From an optimization exercise on the open Yosys and OpenROAD flow, aimed at small area; shortcuts taken in it are not production practice.
The RTL of this run was laid out without a check of its function.
The flow treats the clock pin as an ideal source, which a real chip does not have.

==> flow/flow/run.sh <==
#!/bin/bash
# Own layout flow: the standard synthesis, then the combinational logic
# between the standard synthesis's registers and adder cells is re-mapped for
# area with ABC (registers, full and half adders and tie cells are kept as
# they are), then the standard layout with a minimum-size buffer on every
# port.  Each tool writes its full output to a log file in this folder.
set -euo pipefail
W=$PWD
F=$W/flow
R=$W/orfs/results/${FLOW_PLATFORM}/rp_acq/base
YOSYS=${FLOW_HOME}/../tools/install/yosys/bin/yosys
[ -x "$YOSYS" ] || YOSYS=yosys
LIB=${FLOW_HOME}/platforms/${FLOW_PLATFORM}/lib/sky130_fd_sc_hd__tt_025C_1v80.lib

bash standard.sh synth > $W/log_1_standard_synth.log 2>&1
cp $R/1_2_yosys.v $W/standard_synth.v

python3 $F/reopt.py $W/standard_synth.v $W/reopt_in.v > $W/log_2_reopt_py.log 2>&1
bash $F/reopt.sh $W/reopt_in.v $W/reopt_out.v $W > $W/log_3_reopt.log 2>&1
cp $W/reopt_out.v $R/1_2_yosys.v

CTS="-sink_clustering_enable -repair_clock_nets -dont_use_dummy_load -buf_list sky130_fd_sc_hd__clkbuf_8 -sink_clustering_size 20 -sink_clustering_max_diameter 40"
MK=(BUFFER_PORTS_ARGS="-buffer_cell sky130_fd_sc_hd__buf_1" CTS_ARGS="$CTS")
bash standard.sh "${MK[@]}" cts > $W/log_4_standard_to_cts.log 2>&1
CTS_ODB=$R/4_cts.odb CTS_BIG=50 CTS_SMALL=25 openroad -no_init -exit $F/cts_resize.tcl > $W/log_5_cts_resize.log 2>&1
bash standard.sh "${MK[@]}" finish > $W/log_6_standard_layout.log 2>&1
==> flow/flow/cts_resize.tcl <==
# Size each clock tree buffer by the number of flip-flop clock pins it
# drives, so no clock pin sees a slow edge, then re-legalize the placement.
read_db $::env(CTS_ODB)
set block [ord::get_db_block]
set db [ord::get_db]
proc master {name} { return [[ord::get_db] findMaster $name] }
set changed 0
foreach inst [$block getInsts] {
  set m [[$inst getMaster] getName]
  if {![string match "sky130_fd_sc_hd__clkbuf_*" $m]} { continue }
  set out [$inst findITerm X]
  if {$out == "NULL"} { continue }
  set net [$out getNet]
  if {$net == "NULL" || [$net getSigType] != "CLOCK"} { continue }
  set ff 0
  set bufs 0
  set xs {}
  set ys {}
  foreach it [$net getITerms] {
    set bb [[$it getInst] getBBox]
    lappend xs [$bb xMin]
    lappend ys [$bb yMin]
    if {[$it isOutputSignal]} { continue }
    set mm [[$it getInst] getMaster]
    if {[string match "*clkbuf*" [$mm getName]]} { incr bufs } else { incr ff }
  }
  if {$bufs > 0} { continue }
  # estimated load in fF: about 2 fF per clock pin and 0.25 fF per um of
  # the pins' half perimeter
  set hpwl [expr {([tcl::mathfunc::max {*}$xs] - [tcl::mathfunc::min {*}$xs] + [tcl::mathfunc::max {*}$ys] - [tcl::mathfunc::min {*}$ys]) / 1000.0}]
  set load [expr {2.0 * $ff + 0.25 * $hpwl}]
  if {$load > $::env(CTS_BIG)} {
    set want sky130_fd_sc_hd__clkbuf_16
  } elseif {$load <= $::env(CTS_SMALL)} {
    set want sky130_fd_sc_hd__clkbuf_4
  } else {
    set want sky130_fd_sc_hd__clkbuf_8
  }
  if {$want != $m} {
    puts "[$inst getName]: $ff flip-flops, load about $load fF, $m -> $want"
    $inst swapMaster [master $want]
    incr changed
  }
}
puts "clock buffers resized: $changed"
detailed_placement
check_placement -verbose
write_db $::env(CTS_ODB)
==> flow/flow/libfunc.py <==
"""Read combinational cell functions from the sky130hd liberty file and turn
an ABC-mapped gate netlist into Verilog assign statements."""
import re

def lib_functions(path):
    txt = open(path).read()
    funcs = {}
    for m in re.finditer(r'\n\s*cell\s*\(\s*"?(\w+)"?\s*\)\s*\{', txt):
        name = m.group(1)
        start = m.end()
        nxt = txt.find('\n    cell (', start)
        body = txt[start:nxt if nxt > 0 else len(txt)]
        outs = {}
        for pm in re.finditer(r'pin\s*\(\s*"?(\w+)"?\s*\)\s*\{', body):
            pb = body[pm.end():pm.end() + 4000]
            d = re.search(r'direction\s*:\s*"?(\w+)"?', pb)
            f = re.search(r'function\s*:\s*"([^"]*)"', pb)
            if d and d.group(1) == 'output' and f:
                outs[pm.group(1)] = f.group(1)
        if outs:
            funcs[name] = outs
    return funcs

def to_verilog_expr(f, pins):
    # liberty: ! not, & or space and, | or + or, ^ xor
    e = f.replace('!', '~').replace('+', '|')
    e = re.sub(r'\)\s+\(', ')&(', e)
    e = re.sub(r'(\w)\s+(\w)', r'\1&\2', e)
    e = re.sub(r'(\w)\s+\(', r'\1&(', e)
    e = re.sub(r'\)\s+(\w)', r')&\1', e)
    e = re.sub(r'\b([A-Z]\w*)\b', lambda m: '(%s)' % pins[m.group(1)] if m.group(1) in pins else m.group(0), e)
    return e

import subprocess, os, tempfile
ABC = '/OpenROAD-flow-scripts/tools/install/yosys/bin/yosys-abc'
LIB = '/OpenROAD-flow-scripts/flow/platforms/sky130hd/lib/sky130_fd_sc_hd__tt_025C_1v80.lib'
DONT = ['sky130_fd_sc_hd__probe_p_8', 'sky130_fd_sc_hd__probec_p_8']

def abc_map(blif_text, script, prefix):
    """Optimize and map a BLIF with ABC; return (verilog assign lines, area)."""
    d = tempfile.mkdtemp()
    fi = os.path.join(d, 'in.blif'); fo = os.path.join(d, 'out.blif')
    open(fi, 'w').write(blif_text)
    cmd = 'read_lib -w %s; read %s; %s; print_stats; write_blif %s' % (LIB, fi, script, fo)
    r = subprocess.run([ABC, '-c', cmd], capture_output=True, text=True)
    area = re.findall(r'area\s*=\s*([0-9.]+)', r.stdout)
    funcs = lib_functions(LIB)
    lines = []
    txt = open(fo).read().replace('\\\n', ' ')
    n = 0
    for ln in txt.split('\n'):
        ln = ln.strip()
        if ln.startswith('.gate'):
            parts = ln.split()[1:]
            cell = parts[0]
            pins = dict(p.split('=') for p in parts[1:])
            outs = funcs[cell]
            for op, f in outs.items():
                if op in pins:
                    lines.append('    assign %s = %s;' % (pins[op], to_verilog_expr(f, pins)))
        elif ln.startswith('.names'):
            parts = ln.split()[1:]
            lines.append(('NAMES', parts))
    # handle .names (constants / buffers) simply
    out = []
    tl = txt.split('\n')
    i = 0
    while i < len(tl):
        ln = tl[i].strip()
        if ln.startswith('.names'):
            parts = ln.split()[1:]
            rows = []
            i += 1
            while i < len(tl) and tl[i].strip() and not tl[i].strip().startswith('.'):
                rows.append(tl[i].strip()); i += 1
            if len(parts) == 1:
                out.append("    assign %s = 1'b%d;" % (parts[0], 1 if rows and rows[0] == '1' else 0))
            elif len(parts) == 2 and rows in (['1 1'],):
                out.append('    assign %s = %s;' % (parts[1], parts[0]))
            elif len(parts) == 2 and rows in (['0 1'],):
                out.append('    assign %s = ~%s;' % (parts[1], parts[0]))
            else:
                raise Exception('names %s %s' % (parts, rows))
            continue
        i += 1
    return [l for l in lines if not isinstance(l, tuple)] + out, float(area[-1]) if area else None
==> flow/flow/reopt.py <==
#!/usr/bin/env python3
"""Prepare a mapped sky130 netlist (flat, one module) for re-mapping its
combinational logic: single-output combinational cells become assign
statements; flip-flops, full/half adders and tie cells stay as instances.
Full adders with two or three inverted inputs are flipped
(FA(~a,~b,~c) = ~FA(a,b,c)), so the inverters can cancel; half adders with
an unused output become a plain gate.
usage: reopt.py in.v out.v"""
import re, sys
sys.path.insert(0, __file__.rsplit('/', 1)[0])
import libfunc

KEEP = re.compile(r'sky130_fd_sc_hd__(fa|ha|dfxtp|edfxtp|dfrtp|conb|dfstp|sdf|edf)')
INV = re.compile(r'sky130_fd_sc_hd__(inv|clkinv)_\d+$')

def esc(n):
    return n + ' ' if n.startswith('\\') else n

def main(fi, fo):
    net = open(fi).read()
    funcs = libfunc.lib_functions(libfunc.LIB)
    m = re.search(r'module\s+(\w+)\s*\((.*?)\);(.*)endmodule', net, re.S)
    top, ports, body = m.group(1), m.group(2), m.group(3)
    stmts = [s.strip() for s in body.split(';') if s.strip()]
    cells = []   # [type, name, pins dict] or None for plain statements
    other = []
    for s in stmts:
        mi = re.match(r'(sky130_fd_sc_hd__\w+)\s+(\S+)\s*\((.*)\)$', s, re.S)
        if mi:
            pins = dict((a, b.strip()) for a, b in re.findall(r'\.(\w+)\(([^()]*)\)', mi.group(3)))
            cells.append([mi.group(1), mi.group(2), pins])
        else:
            other.append(s)
    outpins = ('X', 'Y', 'Q', 'Q_N', 'SUM', 'COUT', 'HI', 'LO')
    use = {}
    for t, n, p in cells:
        for k, v in p.items():
            if k not in outpins and v:
                use[v] = use.get(v, 0) + 1
    for s in other:
        if s.startswith('assign'):
            rhs = s.split('=', 1)[1]
            for v in re.findall(r'(\\\S+|[A-Za-z_][\w$]*(?:\s*\[\d+\])?)', rhs):
                v = v.strip()
                use[v] = use.get(v, 0) + 1
    inv_of = {}
    for t, n, p in cells:
        if INV.match(t):
            inv_of[p['Y']] = p['A']
    extra = []
    wires = []
    cnt = [0]
    def newnet():
        cnt[0] += 1
        w = 'reopt_n%d' % cnt[0]
        wires.append(w)
        return w
    # Choose a polarity for every full adder (flipped: it gets complemented
    # inputs and gives complemented outputs) to need as few inverters as
    # possible.  A net's value is traced back through inverters to a base
    # net; a base driven by other logic is taken to be free in either
    # polarity, one driven by a flip-flop or half adder is true only.
    drv = {}
    for i, (t, n, p) in enumerate(cells):
        for k, v in p.items():
            if k in outpins and v:
                drv[v] = i
    def base(v):
        r = 0
        while v in inv_of:
            v = inv_of[v]; r ^= 1
        return v, r
    fas = [i for i, c in enumerate(cells) if re.match(r'sky130_fd_sc_hd__fa_\d', c[0])]
    fa_idx = dict((i, j) for j, i in enumerate(fas))
    pol = [0] * len(fas)
    # requirements: base -> list of (kind, fa index or None, parity)
    req = {}
    for i, (t, n, p) in enumerate(cells):
        if INV.match(t):
            continue
        generic = not KEEP.match(t)
        for k, v in p.items():
            if k in outpins or not v:
                continue
            b, r = base(v)
            if i in fa_idx:
                req.setdefault(b, []).append((fa_idx[i], r))
            elif not generic:
                req.setdefault(b, []).append((None, r))
    for s_ in other:
        if s_.startswith('assign'):
            rhs = s_.split('=', 1)[1].strip()
            b, r = base(rhs)
            req.setdefault(b, []).append((None, r))
    def src_pol(b):
        j = drv.get(b)
        if j is None:
            return 0
        if j in fa_idx:
            return ('fa', fa_idx[j])
        if KEEP.match(cells[j][0]):
            return 0
        return None   # generic logic: free
    bases = list(req.keys())
    bsrc = dict((b, src_pol(b)) for b in bases)
    def cost_of(b):
        sp = bsrc[b]
        if sp is None:
            return 0
        have = pol[sp[1]] if isinstance(sp, tuple) else 0
        need = set((r ^ (pol[j] if j is not None else 0)) for j, r in req[b])
        return 1 if any(x != have for x in need) else 0
    touch = {}
    for b in bases:
        sp = bsrc[b]
        if isinstance(sp, tuple):
            touch.setdefault(sp[1], set()).add(b)
        for j, r in req[b]:
            if j is not None:
                touch.setdefault(j, set()).add(b)
    improved = True
    rounds = 0
    while improved and rounds < 50:
        improved = False
        rounds += 1
        for j in range(len(fas)):
            bs = touch.get(j, ())
            before = sum(cost_of(b) for b in bs)
            pol[j] ^= 1
            after = sum(cost_of(b) for b in bs)
            if after < before:
                improved = True
            else:
                pol[j] ^= 1
    flips = 0
    for j, i in enumerate(fas):
        if not pol[j]:
            continue
        flips += 1
        t, n, p = cells[i]
        new = []
        for k in ('A', 'B', 'CIN'):
            w = newnet()
            extra.append('assign %s = ~%s;' % (w, esc(p[k])))
            p[k] = w
        for k in ('SUM', 'COUT'):
            o = p.get(k, '')
            if o:
                w = newnet()
                extra.append('assign %s = ~%s;' % (esc(o), w))
                p[k] = w
    out = ['module %s(%s);' % (top, ports)]
    for s in other:
        out.append('  ' + s + ' ;')
    for w in wires:
        out.append('  wire %s;' % w)
    ha_fixed = 0
    for t, n, p in cells:
        if re.match(r'sky130_fd_sc_hd__ha_\d', t):
            s_, c_ = p.get('SUM', ''), p.get('COUT', '')
            if not s_ or use.get(s_, 0) == 0:
                out.append('  assign %s = %s & %s;' % (esc(c_), esc(p['A']), esc(p['B'])))
                ha_fixed += 1
                continue
            if not c_ or use.get(c_, 0) == 0:
                out.append('  assign %s = %s ^ %s;' % (esc(s_), esc(p['A']), esc(p['B'])))
                ha_fixed += 1
                continue
        if KEEP.match(t):
            out.append('  %s %s (%s);' % (t, n, ', '.join('.%s(%s)' % (k, esc(v)) for k, v in p.items())))
            continue
        pe = dict((k, esc(v)) for k, v in p.items())
        for op, f in funcs[t].items():
            if op in p and p[op]:
                out.append('  assign %s = %s;' % (pe[op], libfunc.to_verilog_expr(f, pe)))
    for s in extra:
        out.append('  ' + s)
    out.append('endmodule')
    open(fo, 'w').write('\n'.join(out) + '\n')
    print('full adders flipped: %d, half adders made plain gates: %d' % (flips, ha_fixed))

if __name__ == '__main__':
    main(sys.argv[1], sys.argv[2])
==> flow/flow/reopt.sh <==
#!/bin/bash
# Re-map the combinational logic of $1 (prepared by reopt.py) with several
# ABC scripts in parallel (deepsyn is randomized: several seeds) and keep the
# smallest result as $2.  Each run's full output goes to a log in $3.
set -uo pipefail
IN=$1; OUT=$2; LOGDIR=$3
F=$(cd "$(dirname "$0")" && pwd)
YOSYS=${FLOW_HOME}/../tools/install/yosys/bin/yosys
[ -x "$YOSYS" ] || YOSYS=yosys
LIB=${FLOW_HOME}/platforms/${FLOW_PLATFORM}/lib/sky130_fd_sc_hd__tt_025C_1v80.lib
T=${REOPT_SECONDS:-90}
N=${REOPT_SEEDS:-0}
scripts=("strash; &get -n; &dch -f; &nf -a -R 1000; &put")
for s in $(seq 1 $N); do
  scripts+=("strash; &get -n; &deepsyn -T $T -S $s; &dch -f; &nf -a -R 1000; &put")
done
pids=()
for i in "${!scripts[@]}"; do
  d=$LOGDIR/reopt_$i; mkdir -p $d
  echo "${scripts[$i]}" | tr ';' '\n' | sed 's/^ *//' > $d/script.abc
  ( $YOSYS -p "read_liberty -lib $LIB; read_verilog $IN; hierarchy -top ${FLOW_TOP}; opt -purge; techmap; opt -fast; abc -liberty $LIB -dont_use *probe* -dont_use *lpflow* -script $d/script.abc; opt_clean -purge; setundef -zero; hilomap -singleton -hicell sky130_fd_sc_hd__conb_1 HI -locell sky130_fd_sc_hd__conb_1 LO; splitnets; opt_clean -purge; check; tee -o $d/stat.txt stat -liberty $LIB; write_verilog -noattr -nohex -nodec $d/out.v" > $LOGDIR/log_3_reopt_run$i.log 2>&1 ) &
  pids+=($!)
done
for p in "${pids[@]}"; do wait $p || true; done
best=""; bestA=""
for i in "${!scripts[@]}"; do
  d=$LOGDIR/reopt_$i
  a=$(grep "Chip area" $d/stat.txt 2>/dev/null | awk '{print $NF}')
  [ -n "$a" ] && [ -s $d/out.v ] || continue
  echo "run $i: area $a: ${scripts[$i]}"
  if [ -z "$bestA" ] || awk "BEGIN{exit !($a < $bestA)}"; then best=$i; bestA=$a; fi
done
echo "kept run $best, area $bestA"
cp $LOGDIR/reopt_$best/out.v $OUT
==> flow/standard.sh <==
#!/bin/bash
# synth_recipe.tcl (not shown) runs the flow's synth.tcl, then flattens the netlist and writes it again
# the make line also repeats each setting of config.mk as NAME=value (left out here)
make -C /OpenROAD-flow-scripts/flow DESIGN_CONFIG=/design/flow/config.mk WORK_HOME=/design/flow/orfs CLKGATE_MAP_FILE= SYNTH_SCRIPT=/design/flow/synth_recipe.tcl "${@:-finish}"
==> flow/config.mk <==
export PLATFORM = sky130hd
export DESIGN_NAME = rp_acq
export DESIGN_NICKNAME = rp_acq
export VERILOG_FILES = /design/flow/design.v
export SDC_FILE = /design/flow/constraint.sdc
export NUM_CORES = 8
export LEC_CHECK = 0
export ABC_AREA = 1
export CAP_MARGIN = 10
export CORE_MARGIN = 2
export CORE_UTILIZATION = 40
export GPL_TIMING_DRIVEN = 0
export SETUP_SLACK_MARGIN = 0.1
export SLEW_MARGIN = 10
==> flow/constraint.sdc <==
create_clock -name core_clock -period 8.0 [get_ports {clk}]
set_input_delay 1.6000 -clock core_clock [delete_from_list [all_inputs] [get_ports {clk}]]
set_output_delay 1.6000 -clock core_clock [all_outputs]
set_load 0.01 [all_outputs]
==> flow/design.v <==
`timescale 1ns / 1ps
module rp_acq (
    input clk,
    input rst_n,
    input [31:0] gpio_data,
    input [13:0] adc_dat_a_in,
    input ext_trig,
    output [7:0] led_o,
    output [31:0] BRAM_write_address,
    output [31:0] BRAM_write_data,
    output [3:0] BRAM_wren
);
    reg c_st;             
    reg c_prev;           
    reg c_start;          
    reg [23:0] samples;
    reg [23:0] repsn;     
    reg [5:0] hops;       
    always @(posedge clk) begin
        c_prev <= rst_n & gpio_data[31];
        if (!rst_n) begin
            c_st <= 1'b0;
            c_start <= 1'b0;
            samples <= 24'd0;
            repsn <= 24'hffffff;
            hops <= 6'd0;
        end else begin
            c_st <= ~c_st & (gpio_data[31] ^ c_prev);
            c_start <= c_st & (gpio_data[30:24] == 7'b0000001);
            if (c_st && gpio_data[30:25] == 6'b111110) samples <= gpio_data[23:0];
            if (c_st && gpio_data[30:25] == 6'b111111) repsn <= ~gpio_data[23:0];
            if (c_st && gpio_data[30:25] == 6'b111101) hops <= gpio_data[5:0];
        end
    end
    reg [1:0] st;
    reg last_trig;
    reg [2:0] pc;         
    reg [23:0] slat;      
    reg [23:0] rcn;       
    reg [13:0] xr;        
    reg [24:0] widx;      
    wire run = st[1] & st[0];
    wire [25:0] wc;
    wire [24:0] winc;
    assign wc[0] = 1'b1;
    genvar gi;
    generate for (gi = 0; gi < 25; gi = gi + 1) begin : g_winc
        assign winc[gi] = widx[gi] ^ wc[gi];
        assign wc[gi + 1] = widx[gi] & wc[gi];
    end endgenerate
    wire last = (winc[23:0] == slat);
    wire rdc = run & last;
    wire [24:0] rb;
    wire [23:0] rnext;
    assign rb[0] = 1'b1;
    generate for (gi = 0; gi < 24; gi = gi + 1) begin : g_rdec
        assign rnext[gi] = rcn[gi] ^ (rb[gi] & rdc);
        assign rb[gi + 1] = rcn[gi] & rb[gi];
    end endgenerate
    wire pc_last = pc[2] & ~pc[1];
    always @(posedge clk) begin
        if (st == 2'd0) rcn <= repsn;
        else rcn <= rnext;
    end
    always @(posedge clk) begin
        last_trig <= ext_trig;
        if (!rst_n) begin
            st <= 2'd0;
            xr <= 14'd0;
        end else begin
            case (st)
                2'd0: begin
                    if (c_start) st <= 2'd1;
                end
                2'd1: begin
                    pc <= 3'd0;
                    if (&rcn) st <= 2'd0;
                    else if (ext_trig & ~last_trig) st <= 2'd2;
                end
                2'd2: begin
                    pc <= {pc[1:0], ~pc[2]};
                    if (pc_last) begin
                        st <= 2'd3;
                        slat <= samples;
                        xr <= adc_dat_a_in;
                    end
                end
                2'd3: begin
                    xr <= adc_dat_a_in;
                    if (last) begin
                        st <= 2'd1;
                    end
                end
            endcase
        end
    end
    always @(posedge clk) begin
        if (rst_n & run) widx <= winc;
        else widx <= {25{1'b1}};
    end
    reg [5:0] ph;         
    reg [5:0] ph1;        
    wire [13:0] x = {xr[13], ~xr[12:0]};    
    wire [6:0] pcy;
    wire [5:0] pnext;
    assign pcy[0] = 1'b0;
    generate for (gi = 0; gi < 6; gi = gi + 1) begin : g_ph
        assign pnext[gi] = ph[gi] ^ hops[gi] ^ pcy[gi];
        assign pcy[gi + 1] = (ph[gi] & hops[gi]) | (ph[gi] & pcy[gi]) | (hops[gi] & pcy[gi]);
    end endgenerate
    always @(posedge clk) begin
        if (!rst_n) ph <= 6'd0;
        else ph <= pnext;
        ph1 <= ph;
    end
    wire [31:0] pdec;
    genvar gp;
    generate for (gp = 0; gp < 32; gp = gp + 1) begin : g_pdec
        assign pdec[gp] = (ph1[4:0] == gp);
    end endgenerate
    wire [14:0] mag;
    assign mag[0] = |(pdec & 32'hf194b5e4);
    assign mag[1] = |(pdec & 32'ha1f2feec);
    assign mag[2] = |(pdec & 32'ha50a9036);
    assign mag[3] = |(pdec & 32'h2a262db8);
    assign mag[4] = |(pdec & 32'h35d4c484);
    assign mag[5] = |(pdec & 32'h50be33fe);
    assign mag[6] = |(pdec & 32'h42d0851a);
    assign mag[7] = |(pdec & 32'hc7d6b53c);
    assign mag[8] = |(pdec & 32'h3a0afd80);
    assign mag[9] = |(pdec & 32'h5616d22a);
    assign mag[10] = |(pdec & 32'h9b4ee566);
    assign mag[11] = |(pdec & 32'h493ef9b4);
    assign mag[12] = |(pdec & 32'h38fefe38);
    assign mag[13] = |(pdec & 32'h07feffc0);
    assign mag[14] = |(pdec & 32'h00010000);
    wire s = ph1[5];
    wire [14:0] xb = {x, 1'b0};
    wire one0 = xb[1] ^ xb[0];
    wire two0 = (xb[2] & ~xb[1] & ~xb[0]) | (~xb[2] & xb[1] & xb[0]);
    wire neg0 = xb[2] ^ s;
    wire one1 = xb[3] ^ xb[2];
    wire two1 = (xb[4] & ~xb[3] & ~xb[2]) | (~xb[4] & xb[3] & xb[2]);
    wire neg1 = xb[4] ^ s;
    wire one2 = xb[5] ^ xb[4];
    wire two2 = (xb[6] & ~xb[5] & ~xb[4]) | (~xb[6] & xb[5] & xb[4]);
    wire neg2 = xb[6] ^ s;
    wire one3 = xb[7] ^ xb[6];
    wire two3 = (xb[8] & ~xb[7] & ~xb[6]) | (~xb[8] & xb[7] & xb[6]);
    wire neg3 = xb[8] ^ s;
    wire one4 = xb[9] ^ xb[8];
    wire two4 = (xb[10] & ~xb[9] & ~xb[8]) | (~xb[10] & xb[9] & xb[8]);
    wire neg4 = xb[10] ^ s;
    wire one5 = xb[11] ^ xb[10];
    wire two5 = (xb[12] & ~xb[11] & ~xb[10]) | (~xb[12] & xb[11] & xb[10]);
    wire neg5 = xb[12] ^ s;
    wire one6 = xb[13] ^ xb[12];
    wire two6 = (xb[14] & ~xb[13] & ~xb[12]) | (~xb[14] & xb[13] & xb[12]);
    wire neg6 = xb[14] ^ s;
    wire w0 = one0 & mag[0];
    wire w1 = neg0 & ~(one0 & mag[0]);
    wire w2 = ((one0 & mag[1]) | (two0 & mag[0])) ^ neg0;
    wire w3 = ((one0 & mag[2]) | (two0 & mag[1])) ^ neg0;
    wire w4 = ((one0 & mag[3]) | (two0 & mag[2])) ^ neg0;
    wire w5 = ((one0 & mag[4]) | (two0 & mag[3])) ^ neg0;
    wire w6 = ((one0 & mag[5]) | (two0 & mag[4])) ^ neg0;
    wire w7 = ((one0 & mag[6]) | (two0 & mag[5])) ^ neg0;
    wire w8 = ((one0 & mag[7]) | (two0 & mag[6])) ^ neg0;
    wire w9 = ((one0 & mag[8]) | (two0 & mag[7])) ^ neg0;
    wire w10 = ((one0 & mag[9]) | (two0 & mag[8])) ^ neg0;
    wire w11 = ((one0 & mag[10]) | (two0 & mag[9])) ^ neg0;
    wire w12 = ((one0 & mag[11]) | (two0 & mag[10])) ^ neg0;
    wire w13 = ((one0 & mag[12]) | (two0 & mag[11])) ^ neg0;
    wire w14 = ((one0 & mag[13]) | (two0 & mag[12])) ^ neg0;
    wire w15 = ((one0 & mag[14]) | (two0 & mag[13])) ^ neg0;
    wire w16 = ((one0 & 1'b0) | (two0 & mag[14])) ^ neg0;
    wire w17 = ~neg0;
    wire w18 = one1 & mag[0];
    wire w19 = neg1 & ~(one1 & mag[0]);
    wire w20 = ((one1 & mag[1]) | (two1 & mag[0])) ^ neg1;
    wire w21 = ((one1 & mag[2]) | (two1 & mag[1])) ^ neg1;
    wire w22 = ((one1 & mag[3]) | (two1 & mag[2])) ^ neg1;
    wire w23 = ((one1 & mag[4]) | (two1 & mag[3])) ^ neg1;
    wire w24 = ((one1 & mag[5]) | (two1 & mag[4])) ^ neg1;
    wire w25 = ((one1 & mag[6]) | (two1 & mag[5])) ^ neg1;
    wire w26 = ((one1 & mag[7]) | (two1 & mag[6])) ^ neg1;
    wire w27 = ((one1 & mag[8]) | (two1 & mag[7])) ^ neg1;
    wire w28 = ((one1 & mag[9]) | (two1 & mag[8])) ^ neg1;
    wire w29 = ((one1 & mag[10]) | (two1 & mag[9])) ^ neg1;
    wire w30 = ((one1 & mag[11]) | (two1 & mag[10])) ^ neg1;
    wire w31 = ((one1 & mag[12]) | (two1 & mag[11])) ^ neg1;
    wire w32 = ((one1 & mag[13]) | (two1 & mag[12])) ^ neg1;
    wire w33 = ((one1 & mag[14]) | (two1 & mag[13])) ^ neg1;
    wire w34 = ((one1 & 1'b0) | (two1 & mag[14])) ^ neg1;
    wire w35 = ~neg1;
    wire w36 = one2 & mag[0];
    wire w37 = neg2 & ~(one2 & mag[0]);
    wire w38 = ((one2 & mag[1]) | (two2 & mag[0])) ^ neg2;
    wire w39 = ((one2 & mag[2]) | (two2 & mag[1])) ^ neg2;
    wire w40 = ((one2 & mag[3]) | (two2 & mag[2])) ^ neg2;
    wire w41 = ((one2 & mag[4]) | (two2 & mag[3])) ^ neg2;
    wire w42 = ((one2 & mag[5]) | (two2 & mag[4])) ^ neg2;
    wire w43 = ((one2 & mag[6]) | (two2 & mag[5])) ^ neg2;
    wire w44 = ((one2 & mag[7]) | (two2 & mag[6])) ^ neg2;
    wire w45 = ((one2 & mag[8]) | (two2 & mag[7])) ^ neg2;
    wire w46 = ((one2 & mag[9]) | (two2 & mag[8])) ^ neg2;
    wire w47 = ((one2 & mag[10]) | (two2 & mag[9])) ^ neg2;
    wire w48 = ((one2 & mag[11]) | (two2 & mag[10])) ^ neg2;
    wire w49 = ((one2 & mag[12]) | (two2 & mag[11])) ^ neg2;
    wire w50 = ((one2 & mag[13]) | (two2 & mag[12])) ^ neg2;
    wire w51 = ((one2 & mag[14]) | (two2 & mag[13])) ^ neg2;
    wire w52 = ((one2 & 1'b0) | (two2 & mag[14])) ^ neg2;
    wire w53 = ~neg2;
    wire w54 = one3 & mag[0];
    wire w55 = neg3 & ~(one3 & mag[0]);
    wire w56 = ((one3 & mag[1]) | (two3 & mag[0])) ^ neg3;
    wire w57 = ((one3 & mag[2]) | (two3 & mag[1])) ^ neg3;
    wire w58 = ((one3 & mag[3]) | (two3 & mag[2])) ^ neg3;
    wire w59 = ((one3 & mag[4]) | (two3 & mag[3])) ^ neg3;
    wire w60 = ((one3 & mag[5]) | (two3 & mag[4])) ^ neg3;
    wire w61 = ((one3 & mag[6]) | (two3 & mag[5])) ^ neg3;
    wire w62 = ((one3 & mag[7]) | (two3 & mag[6])) ^ neg3;
    wire w63 = ((one3 & mag[8]) | (two3 & mag[7])) ^ neg3;
    wire w64 = ((one3 & mag[9]) | (two3 & mag[8])) ^ neg3;
    wire w65 = ((one3 & mag[10]) | (two3 & mag[9])) ^ neg3;
    wire w66 = ((one3 & mag[11]) | (two3 & mag[10])) ^ neg3;
    wire w67 = ((one3 & mag[12]) | (two3 & mag[11])) ^ neg3;
    wire w68 = ((one3 & mag[13]) | (two3 & mag[12])) ^ neg3;
    wire w69 = ((one3 & mag[14]) | (two3 & mag[13])) ^ neg3;
    wire w70 = ((one3 & 1'b0) | (two3 & mag[14])) ^ neg3;
    wire w71 = ~neg3;
    wire w72 = one4 & mag[0];
    wire w73 = neg4 & ~(one4 & mag[0]);
    wire w74 = ((one4 & mag[1]) | (two4 & mag[0])) ^ neg4;
    wire w75 = ((one4 & mag[2]) | (two4 & mag[1])) ^ neg4;
    wire w76 = ((one4 & mag[3]) | (two4 & mag[2])) ^ neg4;
    wire w77 = ((one4 & mag[4]) | (two4 & mag[3])) ^ neg4;
    wire w78 = ((one4 & mag[5]) | (two4 & mag[4])) ^ neg4;
    wire w79 = ((one4 & mag[6]) | (two4 & mag[5])) ^ neg4;
    wire w80 = ((one4 & mag[7]) | (two4 & mag[6])) ^ neg4;
    wire w81 = ((one4 & mag[8]) | (two4 & mag[7])) ^ neg4;
    wire w82 = ((one4 & mag[9]) | (two4 & mag[8])) ^ neg4;
    wire w83 = ((one4 & mag[10]) | (two4 & mag[9])) ^ neg4;
    wire w84 = ((one4 & mag[11]) | (two4 & mag[10])) ^ neg4;
    wire w85 = ((one4 & mag[12]) | (two4 & mag[11])) ^ neg4;
    wire w86 = ((one4 & mag[13]) | (two4 & mag[12])) ^ neg4;
    wire w87 = ((one4 & mag[14]) | (two4 & mag[13])) ^ neg4;
    wire w88 = ((one4 & 1'b0) | (two4 & mag[14])) ^ neg4;
    wire w89 = ~neg4;
    wire w90 = one5 & mag[0];
    wire w91 = neg5 & ~(one5 & mag[0]);
    wire w92 = ((one5 & mag[1]) | (two5 & mag[0])) ^ neg5;
    wire w93 = ((one5 & mag[2]) | (two5 & mag[1])) ^ neg5;
    wire w94 = ((one5 & mag[3]) | (two5 & mag[2])) ^ neg5;
    wire w95 = ((one5 & mag[4]) | (two5 & mag[3])) ^ neg5;
    wire w96 = ((one5 & mag[5]) | (two5 & mag[4])) ^ neg5;
    wire w97 = ((one5 & mag[6]) | (two5 & mag[5])) ^ neg5;
    wire w98 = ((one5 & mag[7]) | (two5 & mag[6])) ^ neg5;
    wire w99 = ((one5 & mag[8]) | (two5 & mag[7])) ^ neg5;
    wire w100 = ((one5 & mag[9]) | (two5 & mag[8])) ^ neg5;
    wire w101 = ((one5 & mag[10]) | (two5 & mag[9])) ^ neg5;
    wire w102 = ((one5 & mag[11]) | (two5 & mag[10])) ^ neg5;
    wire w103 = ((one5 & mag[12]) | (two5 & mag[11])) ^ neg5;
    wire w104 = ((one5 & mag[13]) | (two5 & mag[12])) ^ neg5;
    wire w105 = ((one5 & mag[14]) | (two5 & mag[13])) ^ neg5;
    wire w106 = ((one5 & 1'b0) | (two5 & mag[14])) ^ neg5;
    wire w107 = ~neg5;
    wire w108 = one6 & mag[0];
    wire w109 = neg6 & ~(one6 & mag[0]);
    wire w110 = ((one6 & mag[1]) | (two6 & mag[0])) ^ neg6;
    wire w111 = ((one6 & mag[2]) | (two6 & mag[1])) ^ neg6;
    wire w112 = ((one6 & mag[3]) | (two6 & mag[2])) ^ neg6;
    wire w113 = ((one6 & mag[4]) | (two6 & mag[3])) ^ neg6;
    wire w114 = ((one6 & mag[5]) | (two6 & mag[4])) ^ neg6;
    wire w115 = ((one6 & mag[6]) | (two6 & mag[5])) ^ neg6;
    wire w116 = ((one6 & mag[7]) | (two6 & mag[6])) ^ neg6;
    wire w117 = ((one6 & mag[8]) | (two6 & mag[7])) ^ neg6;
    wire w118 = ((one6 & mag[9]) | (two6 & mag[8])) ^ neg6;
    wire w119 = ((one6 & mag[10]) | (two6 & mag[9])) ^ neg6;
    wire w120 = ((one6 & mag[11]) | (two6 & mag[10])) ^ neg6;
    wire w121 = ((one6 & mag[12]) | (two6 & mag[11])) ^ neg6;
    wire w122 = ((one6 & mag[13]) | (two6 & mag[12])) ^ neg6;
    wire w123 = ((one6 & mag[14]) | (two6 & mag[13])) ^ neg6;
    wire w124 = ((one6 & 1'b0) | (two6 & mag[14])) ^ neg6;
    wire w125 = ~neg6;
    wire w126 = w12 ^ w28;
    wire w127 = w12 & w28;
    wire w128 = w13 ^ w29 ^ w45;
    wire w129 = (w13 & w29) | (w13 & w45) | (w29 & w45);
    wire w130 = w14 ^ w30 ^ w46;
    wire w131 = (w14 & w30) | (w14 & w46) | (w30 & w46);
    wire w132 = w62 ^ w78;
    wire w133 = w62 & w78;
    wire w134 = w15 ^ w31 ^ w47;
    wire w135 = (w15 & w31) | (w15 & w47) | (w31 & w47);
    wire w136 = w63 ^ w79;
    wire w137 = w63 & w79;
    wire w138 = w16 ^ w32 ^ w48;
    wire w139 = (w16 & w32) | (w16 & w48) | (w32 & w48);
    wire w140 = w64 ^ w80;
    wire w141 = w64 & w80;
    wire w142 = neg0 ^ w33 ^ w49;
    wire w143 = (neg0 & w33) | (neg0 & w49) | (w33 & w49);
    wire w144 = w65 ^ w81;
    wire w145 = w65 & w81;
    wire w146 = neg0 ^ w34 ^ w50;
    wire w147 = (neg0 & w34) | (neg0 & w50) | (w34 & w50);
    wire w148 = w66 ^ w82;
    wire w149 = w66 & w82;
    wire w150 = w17 ^ w35 ^ w51;
    wire w151 = (w17 & w35) | (w17 & w51) | (w35 & w51);
    wire w152 = w67 ^ w83;
    wire w153 = w67 & w83;
    wire w154 = 1'b1 ^ w52 ^ w68;
    wire w155 = (1'b1 & w52) | (1'b1 & w68) | (w52 & w68);
    wire w156 = w8 ^ w24;
    wire w157 = w8 & w24;
    wire w158 = w9 ^ w25 ^ w41;
    wire w159 = (w9 & w25) | (w9 & w41) | (w25 & w41);
    wire w160 = w10 ^ w26 ^ w42;
    wire w161 = (w10 & w26) | (w10 & w42) | (w26 & w42);
    wire w162 = w58 ^ w73;
    wire w163 = w58 & w73;
    wire w164 = w11 ^ w27 ^ w43;
    wire w165 = (w11 & w27) | (w11 & w43) | (w27 & w43);
    wire w166 = w59 ^ w75 ^ w90;
    wire w167 = (w59 & w75) | (w59 & w90) | (w75 & w90);
    wire w168 = w44 ^ w60 ^ w76;
    wire w169 = (w44 & w60) | (w44 & w76) | (w60 & w76);
    wire w170 = w91 ^ w92 ^ w126;
    wire w171 = (w91 & w92) | (w91 & w126) | (w92 & w126);
    wire w172 = w61 ^ w77 ^ w93;
    wire w173 = (w61 & w77) | (w61 & w93) | (w77 & w93);
    wire w174 = w108 ^ w127 ^ w128;
    wire w175 = (w108 & w127) | (w108 & w128) | (w127 & w128);
    wire w176 = w94 ^ w109 ^ w110;
    wire w177 = (w94 & w109) | (w94 & w110) | (w109 & w110);
    wire w178 = w132 ^ w129 ^ w130;
    wire w179 = (w132 & w129) | (w132 & w130) | (w129 & w130);
    wire w180 = w95 ^ w111 ^ w133;
    wire w181 = (w95 & w111) | (w95 & w133) | (w111 & w133);
    wire w182 = w136 ^ w131 ^ w134;
    wire w183 = (w136 & w131) | (w136 & w134) | (w131 & w134);
    wire w184 = w96 ^ w112 ^ w137;
    wire w185 = (w96 & w112) | (w96 & w137) | (w112 & w137);
    wire w186 = w140 ^ w135 ^ w138;
    wire w187 = (w140 & w135) | (w140 & w138) | (w135 & w138);
    wire w188 = w97 ^ w113 ^ w141;
    wire w189 = (w97 & w113) | (w97 & w141) | (w113 & w141);
    wire w190 = w144 ^ w139 ^ w142;
    wire w191 = (w144 & w139) | (w144 & w142) | (w139 & w142);
    wire w192 = w98 ^ w114 ^ w145;
    wire w193 = (w98 & w114) | (w98 & w145) | (w114 & w145);
    wire w194 = w148 ^ w143 ^ w146;
    wire w195 = (w148 & w143) | (w148 & w146) | (w143 & w146);
    wire w196 = w99 ^ w115 ^ w149;
    wire w197 = (w99 & w115) | (w99 & w149) | (w115 & w149);
    wire w198 = w152 ^ w147 ^ w150;
    wire w199 = (w152 & w147) | (w152 & w150) | (w147 & w150);
    wire w200 = w84 ^ w100 ^ w116;
    wire w201 = (w84 & w100) | (w84 & w116) | (w100 & w116);
    wire w202 = w153 ^ w151 ^ w154;
    wire w203 = (w153 & w151) | (w153 & w154) | (w151 & w154);
    wire w204 = w53 ^ w69 ^ w85;
    wire w205 = (w53 & w69) | (w53 & w85) | (w69 & w85);
    wire w206 = w101 ^ w117 ^ w155;
    wire w207 = (w101 & w117) | (w101 & w155) | (w117 & w155);
    wire w208 = 1'b1 ^ w70 ^ w86;
    wire w209 = (1'b1 & w70) | (1'b1 & w86) | (w70 & w86);
    wire w210 = w102 ^ w118;
    wire w211 = w102 & w118;
    wire w212 = w71 ^ w87 ^ w103;
    wire w213 = (w71 & w87) | (w71 & w103) | (w87 & w103);
    wire w214 = 1'b1 ^ w88;
    wire w215 = 1'b1 & w88;
    wire w216 = w6 ^ w22;
    wire w217 = w6 & w22;
    wire w218 = w7 ^ w23 ^ w39;
    wire w219 = (w7 & w23) | (w7 & w39) | (w23 & w39);
    wire w220 = w40 ^ w55 ^ w56;
    wire w221 = (w40 & w55) | (w40 & w56) | (w55 & w56);
    wire w222 = w57 ^ w72 ^ w157;
    wire w223 = (w57 & w72) | (w57 & w157) | (w72 & w157);
    wire w224 = w74 ^ w162 ^ w159;
    wire w225 = (w74 & w162) | (w74 & w159) | (w162 & w159);
    wire w226 = w163 ^ w161 ^ w164;
    wire w227 = (w163 & w161) | (w163 & w164) | (w161 & w164);
    wire w228 = w165 ^ w167 ^ w168;
    wire w229 = (w165 & w167) | (w165 & w168) | (w167 & w168);
    wire w230 = w169 ^ w172 ^ w171;
    wire w231 = (w169 & w172) | (w169 & w171) | (w172 & w171);
    wire w232 = w173 ^ w176 ^ w175;
    wire w233 = (w173 & w176) | (w173 & w175) | (w176 & w175);
    wire w234 = w177 ^ w180 ^ w179;
    wire w235 = (w177 & w180) | (w177 & w179) | (w180 & w179);
    wire w236 = w181 ^ w184 ^ w183;
    wire w237 = (w181 & w184) | (w181 & w183) | (w184 & w183);
    wire w238 = w185 ^ w188 ^ w187;
    wire w239 = (w185 & w188) | (w185 & w187) | (w188 & w187);
    wire w240 = w189 ^ w192 ^ w191;
    wire w241 = (w189 & w192) | (w189 & w191) | (w192 & w191);
    wire w242 = w193 ^ w196 ^ w195;
    wire w243 = (w193 & w196) | (w193 & w195) | (w196 & w195);
    wire w244 = w200 ^ w197 ^ w199;
    wire w245 = (w200 & w197) | (w200 & w199) | (w197 & w199);
    wire w246 = w201 ^ w204 ^ w203;
    wire w247 = (w201 & w204) | (w201 & w203) | (w204 & w203);
    wire w248 = w210 ^ w205 ^ w208;
    wire w249 = (w210 & w205) | (w210 & w208) | (w205 & w208);
    wire w250 = w119 ^ w211 ^ w209;
    wire w251 = (w119 & w211) | (w119 & w209) | (w211 & w209);
    wire w252 = w104 ^ w120 ^ w214;
    wire w253 = (w104 & w120) | (w104 & w214) | (w120 & w214);
    wire w254 = w89 ^ w105 ^ w121;
    wire w255 = (w89 & w105) | (w89 & w121) | (w105 & w121);
    wire w256 = 1'b1 ^ w106;
    wire w257 = 1'b1 & w106;
    wire w258 = w4 ^ w19;
    wire w259 = w4 & w19;
    wire w260 = w5 ^ w21 ^ w36;
    wire w261 = (w5 & w21) | (w5 & w36) | (w21 & w36);
    wire w262 = w37 ^ w38 ^ w216;
    wire w263 = (w37 & w38) | (w37 & w216) | (w38 & w216);
    wire w264 = w54 ^ w217 ^ w218;
    wire w265 = (w54 & w217) | (w54 & w218) | (w217 & w218);
    wire w266 = w156 ^ w219 ^ w220;
    wire w267 = (w156 & w219) | (w156 & w220) | (w219 & w220);
    wire w268 = w221 ^ w158 ^ w222;
    wire w269 = (w221 & w158) | (w221 & w222) | (w158 & w222);
    wire w270 = w160 ^ w223 ^ w224;
    wire w271 = (w160 & w223) | (w160 & w224) | (w223 & w224);
    wire w272 = w166 ^ w225 ^ w226;
    wire w273 = (w166 & w225) | (w166 & w226) | (w225 & w226);
    wire w274 = w170 ^ w227 ^ w228;
    wire w275 = (w170 & w227) | (w170 & w228) | (w227 & w228);
    wire w276 = w229 ^ w174 ^ w230;
    wire w277 = (w229 & w174) | (w229 & w230) | (w174 & w230);
    wire w278 = w178 ^ w231 ^ w232;
    wire w279 = (w178 & w231) | (w178 & w232) | (w231 & w232);
    wire w280 = w182 ^ w233 ^ w234;
    wire w281 = (w182 & w233) | (w182 & w234) | (w233 & w234);
    wire w282 = w186 ^ w235 ^ w236;
    wire w283 = (w186 & w235) | (w186 & w236) | (w235 & w236);
    wire w284 = w190 ^ w237 ^ w238;
    wire w285 = (w190 & w237) | (w190 & w238) | (w237 & w238);
    wire w286 = w194 ^ w239 ^ w240;
    wire w287 = (w194 & w239) | (w194 & w240) | (w239 & w240);
    wire w288 = w198 ^ w241 ^ w242;
    wire w289 = (w198 & w241) | (w198 & w242) | (w241 & w242);
    wire w290 = w202 ^ w243 ^ w244;
    wire w291 = (w202 & w243) | (w202 & w244) | (w243 & w244);
    wire w292 = w206 ^ w245 ^ w246;
    wire w293 = (w206 & w245) | (w206 & w246) | (w245 & w246);
    wire w294 = w207 ^ w248 ^ w247;
    wire w295 = (w207 & w248) | (w207 & w247) | (w248 & w247);
    wire w296 = w212 ^ w249 ^ w250;
    wire w297 = (w212 & w249) | (w212 & w250) | (w249 & w250);
    wire w298 = w213 ^ w252 ^ w251;
    wire w299 = (w213 & w252) | (w213 & w251) | (w252 & w251);
    wire w300 = w215 ^ w254 ^ w253;
    wire w301 = (w215 & w254) | (w215 & w253) | (w254 & w253);
    wire w302 = w122 ^ w256 ^ w255;
    wire w303 = (w122 & w256) | (w122 & w255) | (w256 & w255);
    wire w304 = w107 ^ w123 ^ w257;
    wire w305 = (w107 & w123) | (w107 & w257) | (w123 & w257);
    wire w306 = 1'b1 ^ w124;
    wire w307 = 1'b1 & w124;
    wire w308 = w1 ^ w2;
    wire w309 = w1 & w2;
    wire w310 = w3 ^ w18 ^ w309;
    wire w311 = (w3 & w18) | (w3 & w309) | (w18 & w309);
    wire w312 = w20 ^ w258 ^ w311;
    wire w313 = (w20 & w258) | (w20 & w311) | (w258 & w311);
    wire w314 = w259 ^ w260 ^ w313;
    wire w315 = (w259 & w260) | (w259 & w313) | (w260 & w313);
    wire w316 = w261 ^ w262 ^ w315;
    wire w317 = (w261 & w262) | (w261 & w315) | (w262 & w315);
    wire w318 = w263 ^ w264;
    wire w319 = w263 & w264;
    wire w320 = w265 ^ w266 ^ w319;
    wire w321 = (w265 & w266) | (w265 & w319) | (w266 & w319);
    wire w322 = w267 ^ w268 ^ w321;
    wire w323 = (w267 & w268) | (w267 & w321) | (w268 & w321);
    wire w324 = w269 ^ w270 ^ w323;
    wire w325 = (w269 & w270) | (w269 & w323) | (w270 & w323);
    wire w326 = w318 ^ w317;
    wire w327 = w317 & w318;
    wire w328 = w320 ^ w327;
    wire w329 = w318 & w320;
    wire w330 = w317 & w329;
    wire w331 = w322 ^ w330;
    wire w332 = w329 & w322;
    wire w333 = w317 & w332;
    wire w334 = w324 ^ w333;
    wire w335 = w332 & w324;
    wire w336 = w317 & w335;
    wire w337 = w325 | w336;
    wire w338 = w271 ^ w272;
    wire w339 = w271 & w272;
    wire w340 = w273 ^ w274 ^ w339;
    wire w341 = (w273 & w274) | (w273 & w339) | (w274 & w339);
    wire w342 = w275 ^ w276 ^ w341;
    wire w343 = (w275 & w276) | (w275 & w341) | (w276 & w341);
    wire w344 = w277 ^ w278 ^ w343;
    wire w345 = (w277 & w278) | (w277 & w343) | (w278 & w343);
    wire w346 = w338 ^ w337;
    wire w347 = w337 & w338;
    wire w348 = w340 ^ w347;
    wire w349 = w338 & w340;
    wire w350 = w337 & w349;
    wire w351 = w342 ^ w350;
    wire w352 = w349 & w342;
    wire w353 = w337 & w352;
    wire w354 = w344 ^ w353;
    wire w355 = w352 & w344;
    wire w356 = w337 & w355;
    wire w357 = w345 | w356;
    wire w358 = w279 ^ w280;
    wire w359 = w279 & w280;
    wire w360 = w281 ^ w282 ^ w359;
    wire w361 = (w281 & w282) | (w281 & w359) | (w282 & w359);
    wire w362 = w283 ^ w284 ^ w361;
    wire w363 = (w283 & w284) | (w283 & w361) | (w284 & w361);
    wire w364 = w285 ^ w286 ^ w363;
    wire w365 = (w285 & w286) | (w285 & w363) | (w286 & w363);
    wire w366 = w358 ^ w357;
    wire w367 = w357 & w358;
    wire w368 = w360 ^ w367;
    wire w369 = w358 & w360;
    wire w370 = w357 & w369;
    wire w371 = w362 ^ w370;
    wire w372 = w369 & w362;
    wire w373 = w357 & w372;
    wire w374 = w364 ^ w373;
    wire w375 = w372 & w364;
    wire w376 = w357 & w375;
    wire w377 = w365 | w376;
    wire w378 = w287 ^ w288;
    wire w379 = w287 & w288;
    wire w380 = w289 ^ w290 ^ w379;
    wire w381 = (w289 & w290) | (w289 & w379) | (w290 & w379);
    wire w382 = w291 ^ w292 ^ w381;
    wire w383 = (w291 & w292) | (w291 & w381) | (w292 & w381);
    wire w384 = w293 ^ w294 ^ w383;
    wire w385 = (w293 & w294) | (w293 & w383) | (w294 & w383);
    wire w386 = w378 ^ w377;
    wire w387 = w377 & w378;
    wire w388 = w380 ^ w387;
    wire w389 = w378 & w380;
    wire w390 = w377 & w389;
    wire w391 = w382 ^ w390;
    wire w392 = w389 & w382;
    wire w393 = w377 & w392;
    wire w394 = w384 ^ w393;
    wire w395 = w392 & w384;
    wire w396 = w377 & w395;
    wire w397 = w385 | w396;
    wire w398 = w296 ^ w295;
    wire w399 = w296 & w295;
    wire w400 = w297 ^ w298 ^ w399;
    wire w401 = (w297 & w298) | (w297 & w399) | (w298 & w399);
    wire w402 = w300 ^ w299 ^ w401;
    wire w403 = (w300 & w299) | (w300 & w401) | (w299 & w401);
    wire w404 = w302 ^ w301 ^ w403;
    wire w405 = (w302 & w301) | (w302 & w403) | (w301 & w403);
    wire w406 = w398 ^ w397;
    wire w407 = w397 & w398;
    wire w408 = w400 ^ w407;
    wire w409 = w398 & w400;
    wire w410 = w397 & w409;
    wire w411 = w402 ^ w410;
    wire w412 = w409 & w402;
    wire w413 = w397 & w412;
    wire w414 = w404 ^ w413;
    wire w415 = w412 & w404;
    wire w416 = w397 & w415;
    wire w417 = w405 | w416;
    wire w418 = w304 ^ w303;
    wire w419 = w304 & w303;
    wire w420 = w306 ^ w305 ^ w419;
    wire w421 = (w306 & w305) | (w306 & w419) | (w305 & w419);
    wire w422 = w125 ^ w307 ^ w421;
    wire w423 = (w125 & w307) | (w125 & w421) | (w307 & w421);
    wire w424 = w418 ^ w417;
    wire w425 = w417 & w418;
    wire w426 = w420 ^ w425;
    wire w427 = w418 & w420;
    wire w428 = w417 & w427;
    wire w429 = w422 ^ w428;
    wire w430 = w427 & w422;
    wire [28:0] pm = {w429, w426, w424, w414, w411, w408, w406, w394, w391, w388, w386, w374, w371, w368, w366, w354, w351, w348, w346, w334, w331, w328, w326, w316, w314, w312, w310, w308, w0};
    reg [28:0] prod;
    always @(posedge clk) prod <= pm;
    assign led_o = {6'd0, st};
    assign BRAM_wren = {4{run}};
    assign BRAM_write_address = {{5{widx[24]}}, widx, 2'b00};
    assign BRAM_write_data = {{3{prod[28]}}, prod};
endmodule
==> results_dict.tcl <==
set metrics [dict create \
    port_buffers 116 \
    place_area_um2 13100 \
    outcome "no timing/DRC/antenna violations" \
    fmax_mhz 134 \
    path_clk_slew_ns 0.08 \
    crit_cells 26 \
    cts_sinks 191 \
    power_mw 5.56 \
    diodes 0 \
    die_w_um 177 \
    num_io_pins 125 \
    place_hpwl_mm 23.0 \
    synth_area_per_cell_um2 9.73 \
    p_int_mw 3.19 \
    grt_overflow 0 \
    leakage_nw 5.17 \
    postRouteWirelength_mm 30.2 \
    ant_nets 0 \
    cp_num_buf_inv 3 \
    swShare_pct 42.7 \
    skew_ns 0.0242 \
    insertion_delay_ns 0.51 \
    cts_inserted_buffers 17 \
    start_kind "register" \
    cpMostUsedCell "fa_1" \
    dp.cells 1748 \
    grt_use_total_pct 20.1 \
    crit_arrival_ns 7.93 \
    grt_pass1_vias 9522 \
    grt_pass1_wl_mm 49.3 \
    dr.pass1.iters 6 \
    hold_viol 0 \
    p_sw_mw 2.37 \
    setup-violations-final 0 \
    clockPowerShare_pct 10.2 \
    grt_max_degree 55 \
    cts_tree "built" \
    drcViolationCount 0 \
    finalNetCount 1591 \
    antenna_found_initial 0 \
    syn_to_final_growth_pct 14.4 \
    layout-drive-gt1-share_pct 5.90 \
    min_period_ns 7.49 \
    gp_congestion 0.873 \
    fp.dieH_um 177 \
    clockRootBuffer "clkbuf_8" \
    required_ns 8.44 \
    drt-initial-drc-count 710 \
    cts_buffer_depth 2 \
    rsz0062_at_grt "no" \
    hold_class "register to register" \
    end_kind "register" \
    min_period_over_period_pct 93.6 \
    cap_violations 0 \
    p_per_area_nw_per_um2 407 \
    utilization_pct 46.3 \
    viasPerCell 5.44 \
    power_frac_comb_pct 66.2 \
    hold_path_depth 0 \
    layout.cells.non_filler 1781 \
    synth_warnings 1 \
    coreArea_um2 29500 \
    die_area_um2 31200 \
    wl_per_cell_um 17.0 \
    critPathMaxFanout 20 \
    cpPeakStageDelay_ns 0.56 \
    stdcell_area_um2 13600 \
    worst-r2r-cell-count 26 \
    start_util_pct 40.5 \
    vdd_drop_max_uv 402 \
    report.final.slew_viol_count 0 \
    cts_htree_levels 4 \
    critPathSlowestCell "or4_1" \
    fp-row-count 63 \
    syn_area_um2 11900 \
    cp_top_family "adder cells" \
    fin_ws_ns 0.514 \
    vias 9691 \
    seqPwrFrac_pct 23.7 \
    syn_inst 1225 \
    critical_path_class "register to register" \
    preCtsSetupSlack_ns -0.420 \
    postCtsHoldBufs 0 \
    slew-limit-headroom_pct 17.1 \
    worst_pin_slew_ns 1.24 \
]
[cell usage in the layout, fill, tap and decap left out, types with 6 or more instances in the layout]
| master | n |
|---|---|
| a21oi_1 | 22 |
| a22oi_1 | 63 |
| a31oi_1 | 6 |
| and2_0 | 15 |
| and3_1 | 11 |
| buf_1 | 115 |
| buf_4 | 20 |
| clkbuf_8 | 12 |
| clkinv_1 | 47 |
| conb_1 | 8 |
| dfxtp_1 | 160 |
| edfxtp_1 | 27 |
| fa_1 | 96 |
| ha_1 | 52 |
| nand2_1 | 91 |
| nand2b_1 | 13 |
| nand3_1 | 24 |
| nand4_1 | 16 |
| nor2_1 | 147 |
| nor2b_1 | 12 |
| nor3_1 | 8 |
| o211ai_1 | 25 |
| o21ai_0 | 73 |
| o22ai_1 | 38 |
| o31ai_1 | 7 |
| or3_1 | 23 |
| xnor2_1 | 116 |
| xor2_1 | 41 |
[worst register-to-register path, cell delays in order (launching register included)]
cell and delay, ns:
dfxtp_4 0.42, or2_1 0.36, nand2_4 0.16, nor2_1 0.10, a21oi_1 0.14, o221ai_1 0.18, nor4_4 0.39, buf_4 0.26
o22ai_1 0.12, xnor2_1 0.16, fa_1 0.53, fa_1 0.48, fa_1 0.52, fa_1 0.48, clkinv_1 0.06, ha_1 0.15
clkinv_1 0.08, fa_1 0.45, fa_1 0.45, fa_1 0.47, or4_1 0.56, nand2_1 0.14, nand2_1 0.11, a21oi_2 0.18
or2_0 0.16, ha_1 0.17, xor2_1 0.14
[sequential cells by signal, indices dropped and copies added, names as in the netlist, 3 cells and up]
register / flops
hops: 6
pc: 3
ph: 6
ph1: 6
prod: 29
rcn: 24
repsn: 24
samples: 24
slat: 24
widx: 25
xr: 14
[power by group through the flow]
stage	clock (mW)	combinational (mW)	sequential [mW]
3_5_place_dp	0	3.70	1.34
6_report	0.564	3.68	1.32
5_1_grt	0.615	4.29	1.34
3_3_place_gp	0	3.60	1.33
4_1_cts	0.524	3.72	1.31
2_1_floorplan	0	2.90	1.37
[metrics by stage]
| step | setup TNS, ns | hold WS, ns |
|---|---|---|
| after global placement | -13.11 | 0.345 |
| after detailed placement | -1.59 | 0.353 |
| after global routing | 0 | 0.360 |
| final | 0 | 0.352 |
| after floorplan | 0 | 0.334 |
| after CTS | 0 | 0.358 |
[repair_timing]
| item | 4_1_cts | 5_1_grt |
|---|---|---|
| gates resized for setup | 8 | 29 |
| endpoints found under the hold margin | 0 | 0 |
| buffers inserted | 5 | 11 |
| setup endpoints to repair | 11 | 10 |
| pin swaps | 2 | 5 |
[routing by layer]
metal	vias up	GRT usage [%]	wire length [µm]
met3	44	3.89	1670
met1	4694	26.7	13300
met2	284	32.7	14500
met5	-	0	0
li1	4669	-	-
met4	0	7.40	797
[path summary, 6_finish.rpt]
kind | from | endpoint | slack [ns]
worst max-delay path | ph1[0] | prod[27] | 0.51
worst min-delay path | ph[0] | ph1[0] | 0.35
worst max register to register | ph1[0] | prod[27] | 0.51
worst min register to register | ph[0] | ph1[0] | 0.35
[layout make-up]
cell class | count | area (µm²)
flip-flops and latches | 191 | 4110
well taps | 390 | 488
inverters | 47 | 176
clock buffers | 17 | 290
multi-input cells | 994 | 7910
fillers | 2949 | 15800
repair buffers | 142 | 667

port drivers added, routing unchanged:
The flow's constraints put no driver on any port. The routed layout listed below was extracted and timed again, unchanged, in two steps. Step 1 assumes that a clkbuf_16 drives the clock port and a buf_2 every other input. Step 2 adds t to the input delays and takes it off the output delays; t is the mean of the earliest and latest rising clock arrival at the registers after step 1. Input paths then give back, and output paths get back, about the clock's delay inside the block. Three values: no drivers, after step 1, after step 2; two values: the first two.
t, ns: 0.546
setup WS [ns]: 0.514 / 0.514 / 0.514
clock arrival spread, ns: 0.024 / 0.025
After both steps this run still meets setup and hold. For this run, drivers alone change the setup slack by 0.000 ns; drivers and shift together by 0.000 ns.
